This is an optimization exercise on Yosys and OpenROAD, whose aim is small area, not a production implementation. Where RTL was checked, it was by simulation tests only, not by an equivalence proof against the original.

job 5208:
==> module blink, before the edit <==
module blink(input signed [23:0] ins, output signed [23:0] outs,
             output signed [23:0] peak_out, output valid_out,
             input clk, input rst);
   reg [23:0] h1, a2n, z3n, z4n, qqn;
   reg r1d, ud;
   wire b1 = ~r1d;
   function [23:0] sh;
      input [23:0] x;
      sh = {{4{x[23]}}, x[23:4]};
   endfunction
   wire [23:0] a2 = ~a2n;
   wire [23:0] z3 = ~z3n;
   wire [23:0] z4 = ~z4n;
   wire [23:0] qq = ~qqn;
   wire [23:0] g2;
   rca24o a_g2(a2, {a2[23], a2n[22:4]}, r1d, g2);
   wire v3, v4;
   rnd n_3(z3, ud, v3);
   rnd n_4(z4, ud, v4);
   wire [23:0] g3;
   rca24o a_g3(z3, {z3[23], z3n[22:4]}, ud, g3);
   wire rq = ~qq[23] & (|qq[3:0]);
   wire [23:0] gq;
   rca24 a_gq(qq, sh(qqn), ~rq, gq);
   wire [23:0] y1;
   rca24l a_y1(ins, h1, b1, y1);
   wire r1 = ~y1[23] & (|y1[3:0]);
   wire [23:0] m1n;
   wire [23:0] y1n = ~y1;
   rca24 a_m1(y1n, sh(y1), 1'b1, m1n);
   wire [23:0] a;
   rca24hl a_a({y1n[23], y1[22:4]}, g2, ~ud, a);
   wire u;
   rnd n_2(a, r1, u);
   wire [23:0] z;
   rca24h a_z({~a[23], a[22:4]}, g3, ~v3, z);
   wire [23:0] t;
   rca24 a_t(z, sh(z4n), ~v4, t);
   wire [23:0] z4x;
   rca24 a_z4(t, z4, ud, z4x);
   wire [23:0] w;
   rca24 a_w(t, gq, 1'b0, w);
   wire [24:0] all1;
   wire [23:0] o;
   assign all1[0] = 1'b1;
   genvar j;
   generate
      for (j = 0; j < 24; j = j + 1) begin : inc_
         flipbit fb(w[j], all1[j], u, o[j], all1[j+1]);
      end
   endgenerate
   assign outs = o;
   wire rstn;
   inv1 i_rstn(rst, rstn);
   always @(posedge clk) begin
      if (rst) begin
         r1d <= 1'b0; ud <= 1'b0;
      end else begin
         r1d <= r1; ud <= u;
      end
   end
   always @(posedge clk) begin
      if (~rstn) begin
         h1 <= 24'hffffff;
         a2n <= 24'hffffff; z3n <= 24'hffffff; z4n <= 24'hffffff;
         qqn <= 24'hffffff;
      end else begin
         h1 <= ~m1n;
         a2n <= ~a; z3n <= ~z; z4n <= ~z4x;
         qqn <= ~o;
      end
   end
   reg sd, vdn;
   reg [23:0] pkn;
   wire signed [23:0] qs = qq;
   wire below = qs < 24'sd500;
   wire [24:0] gc;
   assign gc[0] = 1'b0;
   genvar m;
   generate
      for (m = 0; m < 24; m = m + 1) begin : cmp_
         if (m == 23)
            maj c(~qq[m], ~pkn[m], gc[m], gc[m+1]);
         else
            maj c(qq[m], pkn[m], gc[m], gc[m+1]);
      end
   endgenerate
   wire load = ~below & (~sd | gc[24]);
   always @(posedge clk) begin
      if (rst) begin
         sd <= 1'b0; vdn <= 1'b1;
      end else begin
         sd <= ~below;
         vdn <= ~(sd & below);
      end
   end
   always @(posedge clk)
      if (load) pkn <= qqn;
   assign peak_out = ~(pkn | {24{vdn}});
   assign valid_out = ~vdn;
endmodule
Settings: LEC_CHECK=0, CAP_MARGIN=20, CORE_MARGIN=2, CORE_UTILIZATION=70, CTS_BUF_LIST=sky130_fd_sc_hd__clkbuf_8, CTS_CLUSTER_DIAMETER=200, CTS_CLUSTER_SIZE=40, GPL_TIMING_DRIVEN=0, SLEW_MARGIN=20, SYNTH_HIERARCHICAL=1, SYNTH_MINIMUM_KEEP_SIZE=0; clock period 25.0 ns.
standard.sh (not shown) runs the stock make flow with config.mk's settings and CLKGATE_MAP_FILE= SYNTH_SCRIPT=/design/flow/synth_recipe.tcl, a recipe that flattens the netlist after the stock synthesis.
==> flow/flow/run.sh <==
#!/bin/bash
# The standard layout (standard.sh, with the standard synthesis), with three
# changes to how it is made:
#  - every port still gets a buffer, but the smallest one (buf_1) instead of
#    the delay buffer buffer_ports picks by itself;
#  - clock tree synthesis adds no dummy loads to balance the tree;
#  - setup repair only resizes gates and swaps pins (no new buffers).
# ORFS's full output goes to standard.log here; each step's own log is kept
# under orfs/logs/.
set -euo pipefail
export BUFFER_PORTS_ARGS="-buffer_cell sky130_fd_sc_hd__buf_1"
export CTS_ARGS="-sink_clustering_enable -repair_clock_nets -dont_use_dummy_load -buf_list sky130_fd_sc_hd__clkbuf_8 -sink_clustering_size 40 -sink_clustering_max_diameter 200"
export SETUP_MOVE_SEQUENCE="unbuffer,sizeup,swap"
bash standard.sh > standard.log 2>&1
In summary, job 5208 completed successfully, with a layout that passed the timing, design-rule and antenna checks.
> inputs changed (job 5208 -> job 9502)
diff --git a/flow/design.v b/flow/design.v
--- a/flow/design.v
+++ b/flow/design.v
@@ -45,4 +45,14 @@
       fa f3(a[3], b[3], c[3], s[3], unused);
       for (i = 4; i < 24; i = i + 1) begin : bit_
+         fa f(a[i], b[i], c[i], s[i], c[i+1]);
+      end
+   endgenerate
+endmodule
+module rca24z(input [23:0] a, input [23:0] b, output [23:0] s);
+   wire [24:0] c;
+   ha h0(a[0], b[0], s[0], c[1]);
+   genvar i;
+   generate
+      for (i = 1; i < 24; i = i + 1) begin : bit_
          fa f(a[i], b[i], c[i], s[i], c[i+1]);
       end
@@ -132,5 +142,5 @@
    rca24 a_m1(y1n, sh(y1), 1'b1, m1n);
    wire [23:0] a;
-   rca24hl a_a({y1n[23], y1[22:4]}, g2, ~ud, a);
+   rca24h a_a({y1n[23], y1[22:4]}, g2, ~ud, a);
    wire u;
    rnd n_2(a, r1, u);
@@ -142,12 +152,20 @@
    rca24 a_z4(t, z4, ud, z4x);
    wire [23:0] w;
-   rca24 a_w(t, gq, 1'b0, w);
+   rca24z a_w(t, gq, w);
    wire [24:0] all1;
    wire [23:0] o;
-   assign all1[0] = 1'b1;
+   assign all1[0] = u;
    genvar j;
    generate
-      for (j = 0; j < 24; j = j + 1) begin : inc_
-         flipbit fb(w[j], all1[j], u, o[j], all1[j+1]);
+      for (j = 0; j < 20; j = j + 1) begin : inc_
+         ha h(w[j], all1[j], o[j], all1[j+1]);
+      end
+   endgenerate
+   wire [24:21] hi1;
+   assign o[20] = w[20] ^ all1[20];
+   assign hi1[21] = w[20];
+   generate
+      for (j = 21; j < 24; j = j + 1) begin : flp_
+         flipbit fb(w[j], hi1[j], all1[20], o[j], hi1[j+1]);
       end
    endgenerate
@@ -177,9 +195,9 @@
    wire signed [23:0] qs = qq;
    wire below = qs < 24'sd500;
-   wire [24:0] gc;
-   assign gc[0] = 1'b0;
+   wire [24:1] gc;
+   assign gc[1] = qq[0] & pkn[0];
    genvar m;
    generate
-      for (m = 0; m < 24; m = m + 1) begin : cmp_
+      for (m = 1; m < 24; m = m + 1) begin : cmp_
          if (m == 23)
             maj c(~qq[m], ~pkn[m], gc[m], gc[m+1]);
Of job 9502 and job 5208, the higher worst setup margin belongs to job 9502.
Job 9502 against job 5208: placeable core area now sits lower, fraction of area in non-clock buffers now sits at about the same level, maximum number of pins on one net before global-route repair now sits at about the same level.
Job 9502 gives less utilization of the core after routing than job 5208 did.
Function not checked in job 5208: the RTL went through the layout flow alone.

* * *

The RTL this note starts from:
==> flow/design.v <==
module fa(input a, input b, input c, output s, output co);
   assign s = a ^ b ^ c;
   assign co = (a & b) | (a & c) | (b & c);
endmodule
module rca24(input [23:0] a, input [23:0] b, input ci, output [23:0] s);
   wire [24:0] c;
   assign c[0] = ci;
   genvar i;
   generate
      for (i = 0; i < 24; i = i + 1) begin : bit_
         fa f(a[i], b[i], c[i], s[i], c[i+1]);
      end
   endgenerate
endmodule
module inv1(input a, output y);
   assign y = ~a;
endmodule
module maj(input a, input b, input c, output y);
   assign y = (a & b) | (a & c) | (b & c);
endmodule
module flipbit(input w, input p, input u, output o, output pn);
   assign o = w ^ (u & p);
   assign pn = p & w;
endmodule
module rnd(input [23:0] w, input c, output v);
   wire lo15 = &w[3:0];
   wire lo0 = ~|w[3:0];
   wire s = w[23] ^ (c & (&w[22:0]));           
   wire nz = ~((lo0 & ~c) | (lo15 & c));         
   assign v = (c & lo15) | (~s & nz);
endmodule
module blink(input signed [23:0] ins, output signed [23:0] outs,
             output signed [23:0] peak_out, output valid_out,
             input clk, input rst);
   reg [23:0] h1, a2n, z3n, z4n, qq;
   reg b1, r1d, ud;
   function [23:0] sh;
      input [23:0] x;
      sh = {{4{x[23]}}, x[23:4]};
   endfunction
   wire [23:0] a2 = ~a2n;
   wire [23:0] z3 = ~z3n;
   wire [23:0] z4 = ~z4n;
   wire [23:0] g2;
   rca24 a_g2(a2, sh(a2n), r1d, g2);
   wire v3, v4;
   rnd n_3(z3, ud, v3);
   rnd n_4(z4, ud, v4);
   wire [23:0] g3;
   rca24 a_g3(z3, sh(z3n), ud, g3);
   wire rq = ~qq[23] & (|qq[3:0]);
   wire [23:0] gq;
   rca24 a_gq(qq, sh(~qq), ~rq, gq);
   wire [23:0] y1;
   rca24 a_y1(ins, h1, b1, y1);
   wire r1 = ~y1[23] & (|y1[3:0]);
   wire [23:0] m1n;
   rca24 a_m1(~y1, sh(y1), 1'b1, m1n);
   wire [23:0] a;
   rca24 a_a(sh(y1), g2, ~ud, a);
   wire u;
   rnd n_2(a, r1, u);
   wire [23:0] z;
   rca24 a_z(sh(a), g3, ~v3, z);
   wire [23:0] t;
   rca24 a_t(z, sh(z4n), ~v4, t);
   wire [23:0] z4x;
   rca24 a_z4(t, z4, ud, z4x);
   wire [23:0] w;
   rca24 a_w(t, gq, 1'b0, w);
   wire [24:0] all1;
   wire [23:0] o;
   assign all1[0] = 1'b1;
   genvar j;
   generate
      for (j = 0; j < 24; j = j + 1) begin : inc_
         flipbit fb(w[j], all1[j], u, o[j], all1[j+1]);
      end
   endgenerate
   assign outs = o;
   wire rstn;
   inv1 i_rstn(rst, rstn);
   always @(posedge clk) begin
      if (~rstn) begin
         h1 <= 24'd0; b1 <= 1'b0;
         a2n <= 24'hffffff; r1d <= 1'b0;
         z3n <= 24'hffffff; z4n <= 24'hffffff; ud <= 1'b0;
         qq <= 24'd0;
      end else begin
         h1 <= ~m1n; b1 <= ~r1;
         a2n <= ~a; r1d <= r1;
         z3n <= ~z; z4n <= ~z4x; ud <= u;
         qq <= o;
      end
   end
   reg sd, vdn;
   reg [23:0] pkn;
   wire signed [23:0] qs = qq;
   wire below = qs < 24'sd500;
   wire [24:0] gc;
   assign gc[0] = 1'b0;
   genvar m;
   generate
      for (m = 0; m < 24; m = m + 1) begin : cmp_
         if (m == 23)
            maj c(~qq[m], ~pkn[m], gc[m], gc[m+1]);
         else
            maj c(qq[m], pkn[m], gc[m], gc[m+1]);
      end
   endgenerate
   wire load = ~below & (~sd | gc[24]);
   always @(posedge clk) begin
      if (rst) begin
         sd <= 1'b0; vdn <= 1'b1;
      end else begin
         sd <= ~below;
         vdn <= ~(sd & below);
      end
   end
   always @(posedge clk)
      if (load) pkn <= ~qq;
   assign peak_out = ~(pkn | {24{vdn}});
   assign valid_out = ~vdn;
endmodule
export LEC_CHECK = 0
export CAP_MARGIN = 20
export CORE_MARGIN = 2
export CORE_UTILIZATION = 70
export CTS_BUF_LIST = sky130_fd_sc_hd__clkbuf_8
export CTS_CLUSTER_DIAMETER = 200
export CTS_CLUSTER_SIZE = 40
export SLEW_MARGIN = 20
export SYNTH_HIERARCHICAL = 1
export SYNTH_MINIMUM_KEEP_SIZE = 0
create_clock -name core_clock -period 25.0 [get_ports {clk}]
==> flow/flow/run.sh <==
#!/bin/bash
# The standard layout, with two changes to how it is made:
#  - every port still gets a buffer, but the smallest one (buf_1) instead of
#    the delay buffer buffer_ports picks by itself;
#  - clock tree synthesis adds no dummy loads to balance the tree.
set -euo pipefail
export BUFFER_PORTS_ARGS="-buffer_cell sky130_fd_sc_hd__buf_1"
export CTS_ARGS="-sink_clustering_enable -repair_clock_nets -dont_use_dummy_load -buf_list sky130_fd_sc_hd__clkbuf_8 -sink_clustering_size 40 -sink_clustering_max_diameter 200"
bash standard.sh > standard.log 2>&1
Then changed:
--- a/flow/design.v
+++ b/flow/design.v
@@ -18,8 +18,4 @@
 module maj(input a, input b, input c, output y);
    assign y = (a & b) | (a & c) | (b & c);
-endmodule
-module flipbit(input w, input p, input u, output o, output pn);
-   assign o = w ^ (u & p);
-   assign pn = p & w;
 endmodule
 module rnd(input [23:0] w, input c, output v);
@@ -49,7 +45,18 @@
    wire [23:0] g3;
    rca24 a_g3(z3, sh(z3n), ud, g3);
+   wire [23:0] g4;
+   rca24 a_g4(z4, sh(z4n), ud, g4);
    wire rq = ~qq[23] & (|qq[3:0]);
-   wire [23:0] gq;
-   rca24 a_gq(qq, sh(~qq), ~rq, gq);
+   wire [23:0] fx = sh(~qq);
+   wire [23:0] fy = sh(z4n);
+   wire [23:0] fs, fc;
+   genvar k;
+   generate
+      for (k = 0; k < 24; k = k + 1) begin : csa_
+         fa f(qq[k], fx[k], fy[k], fs[k], fc[k]);
+      end
+   endgenerate
+   wire [23:0] f;
+   rca24 a_f(fs, {fc[22:0], ~rq}, ~v4, f);
    wire [23:0] y1;
    rca24 a_y1(ins, h1, b1, y1);
@@ -63,19 +70,17 @@
    wire [23:0] z;
    rca24 a_z(sh(a), g3, ~v3, z);
-   wire [23:0] t;
-   rca24 a_t(z, sh(z4n), ~v4, t);
    wire [23:0] z4x;
-   rca24 a_z4(t, z4, ud, z4x);
+   rca24 a_z4(z, g4, ~v4, z4x);
    wire [23:0] w;
-   rca24 a_w(t, gq, 1'b0, w);
-   wire [24:0] all1;
-   wire [23:0] o;
+   rca24 a_w(z, f, 1'b0, w);
+   wire [23:0] all1;
    assign all1[0] = 1'b1;
    genvar j;
    generate
-      for (j = 0; j < 24; j = j + 1) begin : inc_
-         flipbit fb(w[j], all1[j], u, o[j], all1[j+1]);
+      for (j = 1; j < 24; j = j + 1) begin : inc_
+         assign all1[j] = all1[j-1] & w[j-1];
       end
    endgenerate
+   wire [23:0] o = w ^ ({24{u}} & all1);
    assign outs = o;
    wire rstn;
@@ -94,5 +99,5 @@
       end
    end
-   reg sd, vdn;
+   reg sd, vd;
    reg [23:0] pkn;
    wire signed [23:0] qs = qq;
@@ -112,13 +117,13 @@
    always @(posedge clk) begin
       if (rst) begin
-         sd <= 1'b0; vdn <= 1'b1;
+         sd <= 1'b0; vd <= 1'b0;
       end else begin
          sd <= ~below;
-         vdn <= ~(sd & below);
+         vd <= sd & below;
       end
    end
    always @(posedge clk)
       if (load) pkn <= ~qq;
-   assign peak_out = ~(pkn | {24{vdn}});
-   assign valid_out = ~vdn;
+   assign peak_out = vd ? ~pkn : 24'd0;
+   assign valid_out = vd;
 endmodule
What happened: First-iteration DRC count rises by 23%. Clock skew increases by 4.9 ps. Core utilization came out lower by 3.3 points. Maximum frequency hardly moves. Non-clock buffer count came out lower by 39. Synthesized cell count goes up by about 4.4%. Synthesized area is higher by 5.1%. Via count rose by about 5%.
Only the layout flow was run in the first run of this note; the RTL was not checked for function there.

* * *

blink, a different RTL version from the one above (not shown whole).
Size: ~760 cells after synthesis, roughly 150 flip-flops, ~75 I/O pins.
==> module blink, before the edit <==
module blink(input signed [23:0] ins, output signed [23:0] outs,
             output signed [23:0] peak_out, output valid_out,
             input clk, input rst);
   reg [23:0] h1, a2n, z3n, z4n, qqn;
   reg r1d, ud;
   wire b1 = ~r1d;
   function [23:0] sh;
      input [23:0] x;
      sh = {{4{x[23]}}, x[23:4]};
   endfunction
   wire [23:0] a2 = ~a2n;
   wire [23:0] z3 = ~z3n;
   wire [23:0] z4 = ~z4n;
   wire [23:0] qq = ~qqn;
   wire [23:0] g2;
   rca24o a_g2(a2, {a2[23], a2n[22:4]}, r1d, g2);
   wire v3, v4;
   rnd n_3(z3, ud, v3);
   rnd n_4(z4, ud, v4);
   wire [23:0] g3;
   rca24o a_g3(z3, {z3[23], z3n[22:4]}, ud, g3);
   wire rq = ~qq[23] & (|qq[3:0]);
   wire [23:0] gq;
   rca24 a_gq(qq, sh(qqn), ~rq, gq);
   wire [23:0] y1;
   rca24l a_y1(ins, h1, b1, y1);
   wire r1 = ~y1[23] & (|y1[3:0]);
   wire [23:0] m1n;
   wire [23:0] y1n = ~y1;
   rca24 a_m1(y1n, sh(y1), 1'b1, m1n);
   wire [23:0] a;
   rca24h a_a({y1n[23], y1[22:4]}, g2, ~ud, a);
   wire u;
   rnd n_2(a, r1, u);
   wire [23:0] z;
   rca24h a_z({~a[23], a[22:4]}, g3, ~v3, z);
   wire [23:0] t;
   rca24 a_t(z, sh(z4n), ~v4, t);
   wire [23:0] z4x;
   rca24 a_z4(t, z4, ud, z4x);
   wire [23:0] w;
   rca24z a_w(t, gq, w);
   wire [24:0] all1;
   wire [23:0] o;
   assign all1[0] = u;
   genvar j;
   generate
      for (j = 0; j < 24; j = j + 1) begin : inc_
         ha h(w[j], all1[j], o[j], all1[j+1]);
      end
   endgenerate
   assign outs = o;
   wire rstn;
   inv1 i_rstn(rst, rstn);
   always @(posedge clk) begin
      if (rst) begin
         r1d <= 1'b0; ud <= 1'b0;
      end else begin
         r1d <= r1; ud <= u;
      end
   end
   always @(posedge clk) begin
      if (~rstn) begin
         h1 <= 24'hffffff;
         a2n <= 24'hffffff; z3n <= 24'hffffff; z4n <= 24'hffffff;
         qqn <= 24'hffffff;
      end else begin
         h1 <= ~m1n;
         a2n <= ~a; z3n <= ~z; z4n <= ~z4x;
         qqn <= ~o;
      end
   end
   reg sd, vdn;
   reg [23:0] pkn;
   wire signed [23:0] qs = qq;
   wire below = qs < 24'sd500;
   wire [24:1] gc;
   assign gc[1] = qq[0] & pkn[0];
   genvar m;
   generate
      for (m = 1; m < 24; m = m + 1) begin : cmp_
         if (m == 23)
            maj c(~qq[m], ~pkn[m], gc[m], gc[m+1]);
         else
            maj c(qq[m], pkn[m], gc[m], gc[m+1]);
      end
   endgenerate
   wire load = ~below & (~sd | gc[24]);
   always @(posedge clk) begin
      if (rst) begin
         sd <= 1'b0; vdn <= 1'b1;
      end else begin
         sd <= ~below;
         vdn <= ~(sd & below);
      end
   end
   always @(posedge clk)
      if (load) pkn <= qqn;
   assign peak_out = ~(pkn | {24{vdn}});
   assign valid_out = ~vdn;
endmodule
==> flow/config.mk <==
export PLATFORM = sky130hd
export DESIGN_NAME = blink
export DESIGN_NICKNAME = blink
export VERILOG_FILES = /design/flow/design.v
export SDC_FILE = /design/flow/constraint.sdc
export NUM_CORES = 4
export LEC_CHECK = 0
export CAP_MARGIN = 20
export CORE_MARGIN = 2
export CORE_UTILIZATION = 70
export CTS_BUF_LIST = sky130_fd_sc_hd__clkbuf_8
export CTS_CLUSTER_DIAMETER = 200
export CTS_CLUSTER_SIZE = 40
export GPL_TIMING_DRIVEN = 0
export SLEW_MARGIN = 20
export SYNTH_HIERARCHICAL = 1
export SYNTH_MINIMUM_KEEP_SIZE = 0
==> flow/constraint.sdc <==
create_clock -name core_clock -period 25.0 [get_ports {clk}]
set_input_delay 5.0000 -clock core_clock [delete_from_list [all_inputs] [get_ports {clk}]]
set_output_delay 5.0000 -clock core_clock [all_outputs]
set_load 0.01 [all_outputs]
==> flow/flow/run.sh <==
#!/bin/bash
# The standard layout (standard.sh, with the standard synthesis), with three
# changes to how it is made:
#  - every port still gets a buffer, but the smallest one (buf_1) instead of
#    the delay buffer buffer_ports picks by itself;
#  - clock tree synthesis adds no dummy loads to balance the tree;
#  - setup repair only resizes gates and swaps pins (no new buffers).
# ORFS's full output goes to standard.log here; each step's own log is kept
# under orfs/logs/.
set -euo pipefail
export BUFFER_PORTS_ARGS="-buffer_cell sky130_fd_sc_hd__buf_1"
export CTS_ARGS="-sink_clustering_enable -repair_clock_nets -dont_use_dummy_load -buf_list sky130_fd_sc_hd__clkbuf_8 -sink_clustering_size 40 -sink_clustering_max_diameter 200"
export SETUP_MOVE_SEQUENCE="unbuffer,sizeup,swap"
bash standard.sh > standard.log 2>&1
Edit:
--- a/flow/design.v
+++ b/flow/design.v
@@ -158,6 +158,14 @@
    genvar j;
    generate
-      for (j = 0; j < 24; j = j + 1) begin : inc_
+      for (j = 0; j < 16; j = j + 1) begin : inc_
          ha h(w[j], all1[j], o[j], all1[j+1]);
+      end
+   endgenerate
+   wire [24:17] hi1;
+   assign o[16] = w[16] ^ all1[16];
+   assign hi1[17] = w[16];
+   generate
+      for (j = 17; j < 24; j = j + 1) begin : flp_
+         flipbit fb(w[j], hi1[j], all1[16], o[j], hi1[j+1]);
       end
    endgenerate
Global-route usage climbs by 0.33 points.
Die area climbs by 0.42%.
Count of clock-buffer cells in the layout is unchanged.
Utilization drops by 0.42 points.
Sequential cell count stays the same.
Final cell count climbs by about 1.2%.
Design area barely changes.
Fmax is about the same.
No run of this note included a check of the RTL's function; only the layout flow was run.

==> port drivers added, routing unchanged <==
Ports are ideal in the flow. The routed layouts listed here were re-timed in OpenROAD.
Step 1: set_driving_cell puts a clkbuf_16 on clk and a buf_2 on each other input, an assumption about the parent block.
Step 2 moves the port delays by t, midway between the first and last clock arrival at a register: inputs arrive t later, outputs are due t later. That takes back most of the time a late clock gives input paths.
Slacks: ideal ports / drivers / drivers and shift; pairs: ideal ports / drivers.
run	t, ns	setup WS [ns]	clock arrival spread, ns	worst slew at a driven data input, ns	cell pins on the clock port's net
job 5208	0.492	0.472 / 0.453 / 0.453	0.021 / 0.021	0.03	1
job 9502	0.490	0.603 / 0.582 / 0.582	0.023 / 0.023	0.03	1
the first run of note 2	0.482	0.381 / 0.358 / 0.358	0.018 / 0.019	0.04	1
the second run of note 2	0.487	0.403 / 0.382 / 0.382	0.024 / 0.024	0.04	1
the first run of note 3	0.471	0.501 / 0.480 / 0.480	0.022 / 0.023	0.03	1
the second run of note 3	0.482	0.429 / 0.408 / 0.408	0.016 / 0.016	0.03	1
After both steps setup and hold are still met in every run listed. For the first run of note 2, which loses most, drivers alone change the setup slack by -0.023 ns; drivers and shift together by -0.023 ns.
